This design comes from an exercise in tuning for small area and a short achievable clock period on the open sky130 flow, not from production work.
RTL that was checked went through simulation tests only; none was proved equivalent to the original.
For run 2, only the layout was checked, not whether the RTL still works.

==> flow/design.v (outline; a module is shown in full before it is edited, if it fits) <==
// module ex2_1: 1868 lines
// module ex2_1_fa: 4 lines
// module ex2_1_ha: 4 lines
// module ex2_1_pgi: 4 lines
// module ex2_1_pgn: 4 lines
// module ex2_1_x: 3 lines
// module ex2_1_xn: 3 lines
module ex2_1 (
	      input 		  clk, rst, validi,
	      input [31:0] 	  data_in,
	      output logic 	  valido,
	      output logic [31:0] data_out
	      );
  // ...
==> flow/flow/run.sh <==
#!/bin/bash
# The standard layout, except that the port buffers are plain buf_2 cells rather
# than the delay cells buffer_ports picks by default. make's full output goes to flow_make.log.
set -euo pipefail
bash standard.sh "BUFFER_PORTS_ARGS=-buffer_cell sky130_fd_sc_hd__buf_2" finish > flow_make.log 2>&1
==> flow/standard.sh <==
#!/bin/bash
# synth_recipe.tcl (not shown) runs the flow's synth.tcl, then flattens the netlist and writes it again
# the make line also repeats each setting of config.mk as NAME=value (left out here)
make -C /OpenROAD-flow-scripts/flow DESIGN_CONFIG=/design/flow/config.mk WORK_HOME=/design/flow/orfs CLKGATE_MAP_FILE= SYNTH_SCRIPT=/design/flow/synth_recipe.tcl "${@:-finish}"
==> flow/config.mk <==
export PLATFORM = sky130hd
export DESIGN_NAME = ex2_1
export DESIGN_NICKNAME = ex2_1
export VERILOG_FILES = /design/flow/design.v
export SDC_FILE = /design/flow/constraint.sdc
export NUM_CORES = 4
export LEC_CHECK = 0
export CAP_MARGIN = 20
export CORE_MARGIN = 2
export CORE_UTILIZATION = 40
export GPL_ROUTABILITY_DRIVEN = 0
export PLACE_DENSITY = 0.8
export SETUP_SLACK_MARGIN = 4.4
export SLEW_MARGIN = 20
export SYNTH_HIERARCHICAL = 1
export TNS_END_PERCENT = 0
==> flow/constraint.sdc <==
create_clock -name core_clock -period 8.0 [get_ports {clk}]
set_input_delay 1.6000 -clock core_clock [delete_from_list [all_inputs] [get_ports {clk}]]
set_output_delay 1.6000 -clock core_clock [all_outputs]
set_load 0.01 [all_outputs]
==> flow_metrics.env, run 1 <==
export IMPL_run_status="timing/DRC/antenna clean"
export IMPL_n_tap_cell=518
export IMPL_grt_pass1_vias=12000
export IMPL_ctsRootBufferMaster="clkbuf_16"
export IMPL_cp_data_arrival_time_ns=4.15
export IMPL_layoutNonFillerInstCount=1973
export IMPL_hold_viol=0
export IMPL_worst_path_buf_inv=3
export IMPL_grt_pass1_wl_um=69800
export IMPL_fin_nets=1789
export IMPL_cpPeakStageDelay_ns=0.45
export IMPL_end_kind="flop"
export IMPL_highest_layer="met4"
export IMPL_ctsResizeCount=27
export IMPL_crit_end="data_out[25]"
export IMPL_numCtsBuffers=17
export IMPL_met1_usage=0.288
export IMPL_tns_ns=0
export IMPL_crit_chain="buf_4 -> fa_1 -> ha_1 -> a21oi_4 -> o21ai_2 -> a21oi_2 -> inv_1 -> a21oi_4 -> inv_1 -> a21oi_2 -> xnor2_1"
export IMPL_grt_overflow=0
export IMPL_use_met2=0.359
export IMPL_syn_to_final_growth_pct=8.82
export IMPL_n_all_buffers=81
export IMPL_start_util=0.408
export IMPL_regArea_sq_um=3340
export IMPL_slowest_stage="fa_1"
export IMPL_critical_path_top_delay_family="compound AO/OA/AOI/OAI gates"
export IMPL_critPathLaunch="data_in[0]"
export IMPL_clk_pin_slew_worst_paths_ns=0.07
export IMPL_grt_usage=0.222
export IMPL_pre_cts_slack_ns=3.35
export IMPL_seq_cells=166
export IMPL_final_clkbuf_count=19
export IMPL_drt_wl_total_um=44700
export IMPL_drt_pass1_iter_count=7
export IMPL_reg2reg_to="q43"
export IMPL_multi_input_comb_cells=1120
export IMPL_top_usage_layer="met2"
export IMPL_drcViolationCount=0
export IMPL_most_common_layout_cells="xnor2_1, fa_1, a22oi_1, dfxtp_1, ha_1"
export IMPL_dp_cells=1937
==> inputs of run 2 (changes only) <==
--- a/flow/design.v
+++ b/flow/design.v
@@ -929,17 +929,69 @@
    wire c796;
    wire s797;
    wire c798;
    wire s799;
    wire c800;
    wire s801;
    wire c802;
    wire s803;
-   wire s804;
+   wire c804;
+   wire s805;
+   wire c806;
+   wire s807;
+   wire c808;
+   wire s809;
+   wire c810;
+   wire s811;
+   wire c812;
+   wire s813;
+   wire c814;
+   wire s815;
+   wire c816;
+   wire s817;
+   wire c818;
+   wire s819;
+   wire c820;
+   wire s821;
+   wire c822;
+   wire s823;
+   wire c824;
+   wire s825;
+   wire c826;
+   wire s827;
+   wire c828;
+   wire s829;
+   wire c830;
+   wire s831;
+   wire c832;
+   wire s833;
+   wire c834;
+   wire s835;
+   wire c836;
+   wire s837;
+   wire c838;
+   wire s839;
+   wire c840;
+   wire s841;
+   wire c842;
+   wire s843;
+   wire c844;
+   wire s845;
+   wire c846;
+   wire s847;
+   wire c848;
+   wire s849;
+   wire c850;
+   wire s851;
+   wire c852;
+   wire s853;
+   wire c854;
+   wire s855;
+   wire s856;
    wire [31:0] ra, rb;
    wire [31:0] g0, p0, sum;
    wire xg1, xp1;
    wire xg2, xp2;
    wire xg3, xp3;
    wire xg4, xp4;
    wire xg5, xp5;
    wire xg6, xp6;
@@ -1689,51 +1741,77 @@
    ex2_1_fa us727 (.a(s628), .b(c674), .c(s675), .s(s727), .co(c728));
    ex2_1_fa us729 (.a(s630), .b(c676), .c(s677), .s(s729), .co(c730));
    ex2_1_fa us731 (.a(s632), .b(c678), .c(s679), .s(s731), .co(c732));
    ex2_1_fa us733 (.a(s636), .b(c680), .c(s681), .s(s733), .co(c734));
    ex2_1_fa us735 (.a(s640), .b(c682), .c(s683), .s(s735), .co(c736));
    ex2_1_fa us737 (.a(s644), .b(c684), .c(s685), .s(s737), .co(c738));
    assign s739 = s649 ^ s688;
    assign s740 = c686 ^ s739;
-   ex2_1_fa us741 (.a(q0), .b(q1), .c(data_in[0]), .s(s741), .co(c742));
-   ex2_1_ha us743 (.a(q2), .b(data_in[1]), .s(s743), .co(c744));
-   ex2_1_ha us745 (.a(q3), .b(data_in[2]), .s(s745), .co(c746));
-   ex2_1_ha us747 (.a(q4), .b(data_in[3]), .s(s747), .co(c748));
-   ex2_1_ha us749 (.a(q5), .b(data_in[4]), .s(s749), .co(c750));
-   ex2_1_ha us751 (.a(q6), .b(data_in[5]), .s(s751), .co(c752));
-   ex2_1_fa us753 (.a(s689), .b(q9), .c(data_in[6]), .s(s753), .co(c754));
-   ex2_1_fa us755 (.a(c690), .b(s691), .c(data_in[7]), .s(s755), .co(c756));
-   ex2_1_fa us757 (.a(c692), .b(s693), .c(data_in[8]), .s(s757), .co(c758));
-   ex2_1_fa us759 (.a(c694), .b(s695), .c(data_in[9]), .s(s759), .co(c760));
-   ex2_1_fa us761 (.a(c696), .b(s697), .c(data_in[10]), .s(s761), .co(c762));
-   ex2_1_fa us763 (.a(c698), .b(s699), .c(data_in[11]), .s(s763), .co(c764));
-   ex2_1_fa us765 (.a(c700), .b(s701), .c(data_in[12]), .s(s765), .co(c766));
-   ex2_1_fa us767 (.a(c702), .b(s703), .c(data_in[13]), .s(s767), .co(c768));
-   ex2_1_fa us769 (.a(c704), .b(s705), .c(data_in[14]), .s(s769), .co(c770));
-   ex2_1_fa us771 (.a(c706), .b(s707), .c(data_in[15]), .s(s771), .co(c772));
-   ex2_1_fa us773 (.a(c708), .b(s709), .c(data_in[16]), .s(s773), .co(c774));
-   ex2_1_fa us775 (.a(c710), .b(s711), .c(data_in[17]), .s(s775), .co(c776));
-   ex2_1_fa us777 (.a(c712), .b(s713), .c(data_in[18]), .s(s777), .co(c778));
-   ex2_1_fa us779 (.a(c714), .b(s715), .c(data_in[19]), .s(s779), .co(c780));
-   ex2_1_fa us781 (.a(c716), .b(s717), .c(data_in[20]), .s(s781), .co(c782));
-   ex2_1_fa us783 (.a(c718), .b(s719), .c(data_in[21]), .s(s783), .co(c784));
-   ex2_1_fa us785 (.a(c720), .b(s721), .c(data_in[22]), .s(s785), .co(c786));
-   ex2_1_fa us787 (.a(c722), .b(s723), .c(data_in[23]), .s(s787), .co(c788));
-   ex2_1_fa us789 (.a(c724), .b(s725), .c(data_in[24]), .s(s789), .co(c790));
-   ex2_1_fa us791 (.a(c726), .b(s727), .c(data_in[25]), .s(s791), .co(c792));
-   ex2_1_fa us793 (.a(c728), .b(s729), .c(data_in[26]), .s(s793), .co(c794));
-   ex2_1_fa us795 (.a(c730), .b(s731), .c(data_in[27]), .s(s795), .co(c796));
-   ex2_1_fa us797 (.a(c732), .b(s733), .c(data_in[28]), .s(s797), .co(c798));
-   ex2_1_fa us799 (.a(c734), .b(s735), .c(data_in[29]), .s(s799), .co(c800));
-   ex2_1_fa us801 (.a(c736), .b(s737), .c(data_in[30]), .s(s801), .co(c802));
-   assign s803 = data_in[31] ^ s740;
-   assign s804 = c738 ^ s803;
-   assign ra = {c802, c800, c798, c796, c794, c792, c790, c788, c786, c784, c782, c780, c778, c776, c774, c772, c770, c768, c766, c764, c762, c760, c758, c756, c754, c752, c750, c748, c746, c744, c742, s741};
-   assign rb = {s804, s801, s799, s797, s795, s793, s791, s789, s787, s785, s783, s781, s779, s777, s775, s773, s771, s769, s767, s765, s763, s761, s759, s757, s755, s753, s751, s749, s747, s745, s743, 1'b0};
+   ex2_1_ha us741 (.a(q0), .b(q1), .s(s741), .co(c742));
+   ex2_1_cs us743 (.h(s741), .a(c742), .d(data_in[0]), .s(s743), .co(c744));
+   ex2_1_ha us745 (.a(q2), .b(data_in[1]), .s(s745), .co(c746));
+   ex2_1_ha us747 (.a(q3), .b(data_in[2]), .s(s747), .co(c748));
+   ex2_1_ha us749 (.a(q4), .b(data_in[3]), .s(s749), .co(c750));
+   ex2_1_ha us751 (.a(q5), .b(data_in[4]), .s(s751), .co(c752));
+   ex2_1_ha us753 (.a(q6), .b(data_in[5]), .s(s753), .co(c754));
+   ex2_1_ha us755 (.a(s689), .b(q9), .s(s755), .co(c756));
+   ex2_1_cs us757 (.h(s755), .a(c756), .d(data_in[6]), .s(s757), .co(c758));
+   ex2_1_ha us759 (.a(c690), .b(s691), .s(s759), .co(c760));
+   ex2_1_cs us761 (.h(s759), .a(c760), .d(data_in[7]), .s(s761), .co(c762));
+   ex2_1_ha us763 (.a(c692), .b(s693), .s(s763), .co(c764));
+   ex2_1_cs us765 (.h(s763), .a(c764), .d(data_in[8]), .s(s765), .co(c766));
+   ex2_1_ha us767 (.a(c694), .b(s695), .s(s767), .co(c768));
+   ex2_1_cs us769 (.h(s767), .a(c768), .d(data_in[9]), .s(s769), .co(c770));
+   ex2_1_ha us771 (.a(c696), .b(s697), .s(s771), .co(c772));
+   ex2_1_cs us773 (.h(s771), .a(c772), .d(data_in[10]), .s(s773), .co(c774));
+   ex2_1_ha us775 (.a(c698), .b(s699), .s(s775), .co(c776));
+   ex2_1_cs us777 (.h(s775), .a(c776), .d(data_in[11]), .s(s777), .co(c778));
+   ex2_1_ha us779 (.a(c700), .b(s701), .s(s779), .co(c780));
+   ex2_1_cs us781 (.h(s779), .a(c780), .d(data_in[12]), .s(s781), .co(c782));
+   ex2_1_ha us783 (.a(c702), .b(s703), .s(s783), .co(c784));
+   ex2_1_cs us785 (.h(s783), .a(c784), .d(data_in[13]), .s(s785), .co(c786));
+   ex2_1_ha us787 (.a(c704), .b(s705), .s(s787), .co(c788));
+   ex2_1_cs us789 (.h(s787), .a(c788), .d(data_in[14]), .s(s789), .co(c790));
+   ex2_1_ha us791 (.a(c706), .b(s707), .s(s791), .co(c792));
+   ex2_1_cs us793 (.h(s791), .a(c792), .d(data_in[15]), .s(s793), .co(c794));
+   ex2_1_ha us795 (.a(c708), .b(s709), .s(s795), .co(c796));
+   ex2_1_cs us797 (.h(s795), .a(c796), .d(data_in[16]), .s(s797), .co(c798));
+   ex2_1_ha us799 (.a(c710), .b(s711), .s(s799), .co(c800));
+   ex2_1_cs us801 (.h(s799), .a(c800), .d(data_in[17]), .s(s801), .co(c802));
+   ex2_1_ha us803 (.a(c712), .b(s713), .s(s803), .co(c804));
+   ex2_1_cs us805 (.h(s803), .a(c804), .d(data_in[18]), .s(s805), .co(c806));
+   ex2_1_ha us807 (.a(c714), .b(s715), .s(s807), .co(c808));
+   ex2_1_cs us809 (.h(s807), .a(c808), .d(data_in[19]), .s(s809), .co(c810));
+   ex2_1_ha us811 (.a(c716), .b(s717), .s(s811), .co(c812));
+   ex2_1_cs us813 (.h(s811), .a(c812), .d(data_in[20]), .s(s813), .co(c814));
+   ex2_1_ha us815 (.a(c718), .b(s719), .s(s815), .co(c816));
+   ex2_1_cs us817 (.h(s815), .a(c816), .d(data_in[21]), .s(s817), .co(c818));
+   ex2_1_ha us819 (.a(c720), .b(s721), .s(s819), .co(c820));
+   ex2_1_cs us821 (.h(s819), .a(c820), .d(data_in[22]), .s(s821), .co(c822));
+   ex2_1_ha us823 (.a(c722), .b(s723), .s(s823), .co(c824));
+   ex2_1_cs us825 (.h(s823), .a(c824), .d(data_in[23]), .s(s825), .co(c826));
+   ex2_1_ha us827 (.a(c724), .b(s725), .s(s827), .co(c828));
+   ex2_1_cs us829 (.h(s827), .a(c828), .d(data_in[24]), .s(s829), .co(c830));
+   ex2_1_ha us831 (.a(c726), .b(s727), .s(s831), .co(c832));
+   ex2_1_cs us833 (.h(s831), .a(c832), .d(data_in[25]), .s(s833), .co(c834));
+   ex2_1_ha us835 (.a(c728), .b(s729), .s(s835), .co(c836));
+   ex2_1_cs us837 (.h(s835), .a(c836), .d(data_in[26]), .s(s837), .co(c838));
+   ex2_1_ha us839 (.a(c730), .b(s731), .s(s839), .co(c840));
+   ex2_1_cs us841 (.h(s839), .a(c840), .d(data_in[27]), .s(s841), .co(c842));
+   ex2_1_ha us843 (.a(c732), .b(s733), .s(s843), .co(c844));
+   ex2_1_cs us845 (.h(s843), .a(c844), .d(data_in[28]), .s(s845), .co(c846));
+   ex2_1_ha us847 (.a(c734), .b(s735), .s(s847), .co(c848));
+   ex2_1_cs us849 (.h(s847), .a(c848), .d(data_in[29]), .s(s849), .co(c850));
+   ex2_1_ha us851 (.a(c736), .b(s737), .s(s851), .co(c852));
+   ex2_1_cs us853 (.h(s851), .a(c852), .d(data_in[30]), .s(s853), .co(c854));
+   assign s855 = data_in[31] ^ s740;
+   assign s856 = c738 ^ s855;
+   assign ra = {c854, c850, c846, c842, c838, c834, c830, c826, c822, c818, c814, c810, c806, c802, c798, c794, c790, c786, c782, c778, c774, c770, c766, c762, c758, c754, c752, c750, c748, c746, c744, s743};
+   assign rb = {s856, s853, s849, s845, s841, s837, s833, s829, s825, s821, s817, s813, s809, s805, s801, s797, s793, s789, s785, s781, s777, s773, s769, s765, s761, s757, s753, s751, s749, s747, s745, 1'b0};
    assign g0 = ra & rb;
    assign p0 = ra ^ rb;
    ex2_1_pgi ug1 (.gh(g0[1]), .ph(p0[1]), .gl(g0[0]), .pl(1'b1), .gn(xg1), .pn(xp1));
    ex2_1_pgi ug2 (.gh(g0[3]), .ph(p0[3]), .gl(g0[2]), .pl(p0[2]), .gn(xg2), .pn(xp2));
    ex2_1_pgi ug3 (.gh(g0[5]), .ph(p0[5]), .gl(g0[4]), .pl(p0[4]), .gn(xg3), .pn(xp3));
    ex2_1_pgi ug4 (.gh(g0[7]), .ph(p0[7]), .gl(g0[6]), .pl(p0[6]), .gn(xg4), .pn(xp4));
    ex2_1_pgi ug5 (.gh(g0[9]), .ph(p0[9]), .gl(g0[8]), .pl(p0[8]), .gn(xg5), .pn(xp5));
    ex2_1_pgi ug6 (.gh(g0[11]), .ph(p0[11]), .gl(g0[10]), .pl(p0[10]), .gn(xg6), .pn(xp6));
@@ -1861,16 +1939,20 @@
    ex2_1_xn us25 (.a(p0[25]), .b(xg85), .y(sum[25]));
    ex2_1_xn us26 (.a(p0[26]), .b(xg66), .y(sum[26]));
    ex2_1_xn us27 (.a(p0[27]), .b(xg87), .y(sum[27]));
    ex2_1_xn us28 (.a(p0[28]), .b(xg67), .y(sum[28]));
    ex2_1_xn us29 (.a(p0[29]), .b(xg89), .y(sum[29]));
    ex2_1_xn us30 (.a(p0[30]), .b(xg68), .y(sum[30]));
    ex2_1_xn us31 (.a(p0[31]), .b(xg91), .y(sum[31]));
 endmodule
+module ex2_1_cs (input h, a, d, output s, co);
+   assign s = h ^ d;
+   assign co = a | (h & d);
+endmodule
 module ex2_1_fa (input a, b, c, output s, co);
    assign s = a ^ b ^ c;
    assign co = (a & b) | (c & (a ^ b));
 endmodule
 module ex2_1_ha (input a, b, output s, co);
    assign s = a ^ b;
    assign co = a & b;
 endmodule
==> flow/config.mk (replaced) <==
export PLATFORM = sky130hd
export DESIGN_NAME = ex2_1
export DESIGN_NICKNAME = ex2_1
export VERILOG_FILES = /design/flow/design.v
export SDC_FILE = /design/flow/constraint.sdc
export NUM_CORES = 4
export LEC_CHECK = 0
export CAP_MARGIN = 20
export CORE_MARGIN = 2
export CORE_UTILIZATION = 40
export SETUP_SLACK_MARGIN = 4.4
export SLEW_MARGIN = 20
export SYNTH_HIERARCHICAL = 1
export TNS_END_PERCENT = 0
==> flow_metrics.env, run 2 <==
export IMPL_ios=68
export IMPL_via_per_inst=5.69
export IMPL_layout_drive_gt1_share=0.162
export IMPL_period_share=0.481
export IMPL_ctsHoldBuffers=0
export IMPL_regToRegSetupSlack_ns=4.15
export IMPL_syn_avg_cell_area_sq_um=10.7
export IMPL_tns_ns=0
export IMPL_yosysWarningCount=7
export IMPL_worst_path_buf_inv=1
export IMPL_path_max_fanout=12
export IMPL_cts_tree="done"
export IMPL_timing_rr_start="a[9]"
export IMPL_dp_hpwl_um=34600
export IMPL_crit_chain="nand2b_1 -> o21ai_1 -> buf_4 -> a22oi_2 -> xnor2_1 -> fa_2 -> fa_2 -> fa_2 -> fa_1"
export IMPL_num_vias=11600
export IMPL_cpPeakStageDelay_ns=0.91
export IMPL_period_minus_slack_ns=3.85
export IMPL_finalSetupViolCount=0
export IMPL_layout_commonest_cell="xnor2_1"
export IMPL_run_status="timing/DRC/antenna clean"
export IMPL_chipHeight_um=205
export IMPL_min_to="cnt[0]"
export IMPL_grt_setup_unrepaired="yes"
export IMPL_reg2reg_depth=9
export IMPL_wl_per_cell_um=23.4
export IMPL_grt_max_degree=40
export IMPL_insertion_delay_ns=0.46
export IMPL_setup_worst_path_start_class="flop"
export IMPL_worstHoldPathCells=1
export IMPL_die_width_um=205
export IMPL_n_antenna_cell=0
export IMPL_core_area_sq_um=39800
export IMPL_hp_class="flop to flop"
export IMPL_cp_common_cell="fa_2"
export IMPL_drt_iter0_drc=1105
export IMPL_syn_area_sq_um=16200
export IMPL_top_regs="a: 32 flops, data_out: 32 flops, cnt: 2 flops"
export IMPL_numCtsBuffers=17
export IMPL_grt_overflow=0
export IMPL_postRouteAntennaNets=0
export IMPL_worst_pin_slew_ns=1.20
export IMPL_antenna_found_initial=0
export IMPL_gp_congestion=0.874
export IMPL_rows=73
export IMPL_end_kind="flop"
export IMPL_grt_pass1_vias=11700
export IMPL_drt_wl_total_um=47800
export IMPL_numPortBuffers=67
export IMPL_fmax_mhz=260
export IMPL_clk_pin_slew_worst_paths_ns=0.07
export IMPL_drt_pass1_iter_count=6
export IMPL_cp_data_arrival_time_ns=4.17
export IMPL_drcViolationCount=0
export IMPL_slew_viol_final=0
export IMPL_netlist_instances=1514
export IMPL_slowest_stage="o21ai_1"
export IMPL_slew_limit_headroom=0.197
export IMPL_die_area_sq_um=42000
export IMPL_max_clock_path_buffers=2
export IMPL_cts_sinks=166
export IMPL_hp_start="cnt[0]"
export IMPL_reg2reg_to="q43"
export IMPL_grt_pass1_wl_um=72700
export IMPL_start_util=0.406
export IMPL_path_class="flop to flop"
export IMPL_critical_path_top_delay_family="adder cells"
export IMPL_grt_usage=0.234
export IMPL_fin_nets=1877
export IMPL_h_tree_depth=4
export IMPL_most_common_layout_cells="xnor2_1, a22oi_1, fa_1, dfxtp_1, ha_1"
export IMPL_ctsRootBufferMaster="clkbuf_16"
export IMPL_maxCapViolCount=0
export IMPL_fin_skew_ns=0.0123
export IMPL_hold_viol=0
export IMPL_required_ns=8.32
export IMPL_syn_to_final_growth_pct=9.47
==> run 2: how the worst max path moves through the flow <==
stage / startpoint / endpoint / cells after the start
final: a[9] / q43 / 9
after detailed placement: data_in[3] / data_out[25] / 11
after global placement: data_in[1] / data_out[25] / 11
after global routing: q73 / data_out[31] / 15
after CTS: q73 / data_out[31] / 15
after floorplan: data_in[6] / q43 / 8
==> run 2: layer usage <==
layer | part of all wire | vias up | GRT usage | wire, um
met5 | 0 | - | 0 | 0
met3 | 0.080 | 77 | 0.0469 | 3820
li1 | - | 5101 | - | -
met4 | 0.037 | 0 | 0.106 | 1760
met2 | 0.47 | 564 | 0.368 | 22300
met1 | 0.42 | 5856 | 0.312 | 19900
==> run 2: metrics by stage <==
| stage | hold slack, ns | area [sq um] | util | instances | setup slack (ns) |
|---|---|---|---|---|---|
| 3_5_place_dp | 0.430 | 16800 | 0.421 | 1998 | 3.33 |
| 3_3_place_gp | 0.421 | 16800 | 0.421 | 1998 | 3.32 |
| 4_1_cts | 0.438 | 17700 | 0.444 | 2038 | 4.20 |
| 6_report | 0.433 | 17700 | 0.444 | 2040 | 4.15 |
| 2_1_floorplan | 0.363 | 16300 | - | 1515 | 4.24 |
| 5_1_grt | 0.452 | 17700 | 0.444 | 2040 | 4.09 |
==> run 2: what timing repair did <==
| item | CTS | global route |
|---|---|---|
| pin swaps | 15 | 0 |
| endpoints found under the setup margin | 106 | 72 |
| setup buffers | 10 | 2 |
| gates resized for setup | 44 | 3 |
==> run 2: cell type report <==
| class | count | area, sq um |
|---|---|---|
| Sequential cell | 166 | 3340 |
| Fill cell | 3831 | 22100 |
| Inverter | 56 | 213 |
| Clock buffer | 20 | 468 |
| Multi-Input combinational cell | 1171 | 12300 |
| Clock inverter | 10 | 146 |
| Tap cell | 525 | 657 |
| Timing Repair Buffer | 92 | 566 |

afterwards: timing with drivers on the ports:
The flow's constraints put no driver on any port. The routed layouts listed below were extracted and timed again, unchanged, in two steps.
Step 1, drivers: a clkbuf_16 drives clk and a buf_2 each remaining input, both assumed.
Step 2 moves the port delays by t, midway between the first and last clock arrival at a register: inputs arrive t later, outputs are due t later. That takes back most of the time a late clock gives input paths.
Slacks: ideal / step 1 / step 2; pairs: ideal / step 1.
| run | t, ns | setup slack, ns | worst setup path at the end | cell pins on the clock port's net |
|---|---|---|---|---|
| run 1 | 0.512 | 4.233 / 4.241 / 3.753 | input to register | 1 |
| run 2 | 0.512 | 4.153 / 4.153 / 3.689 | input to register | 1 |
After both steps every run listed still meets setup and hold. For run 1, which loses most, drivers alone change the setup slack by +0.008 ns; drivers and shift together by -0.480 ns.
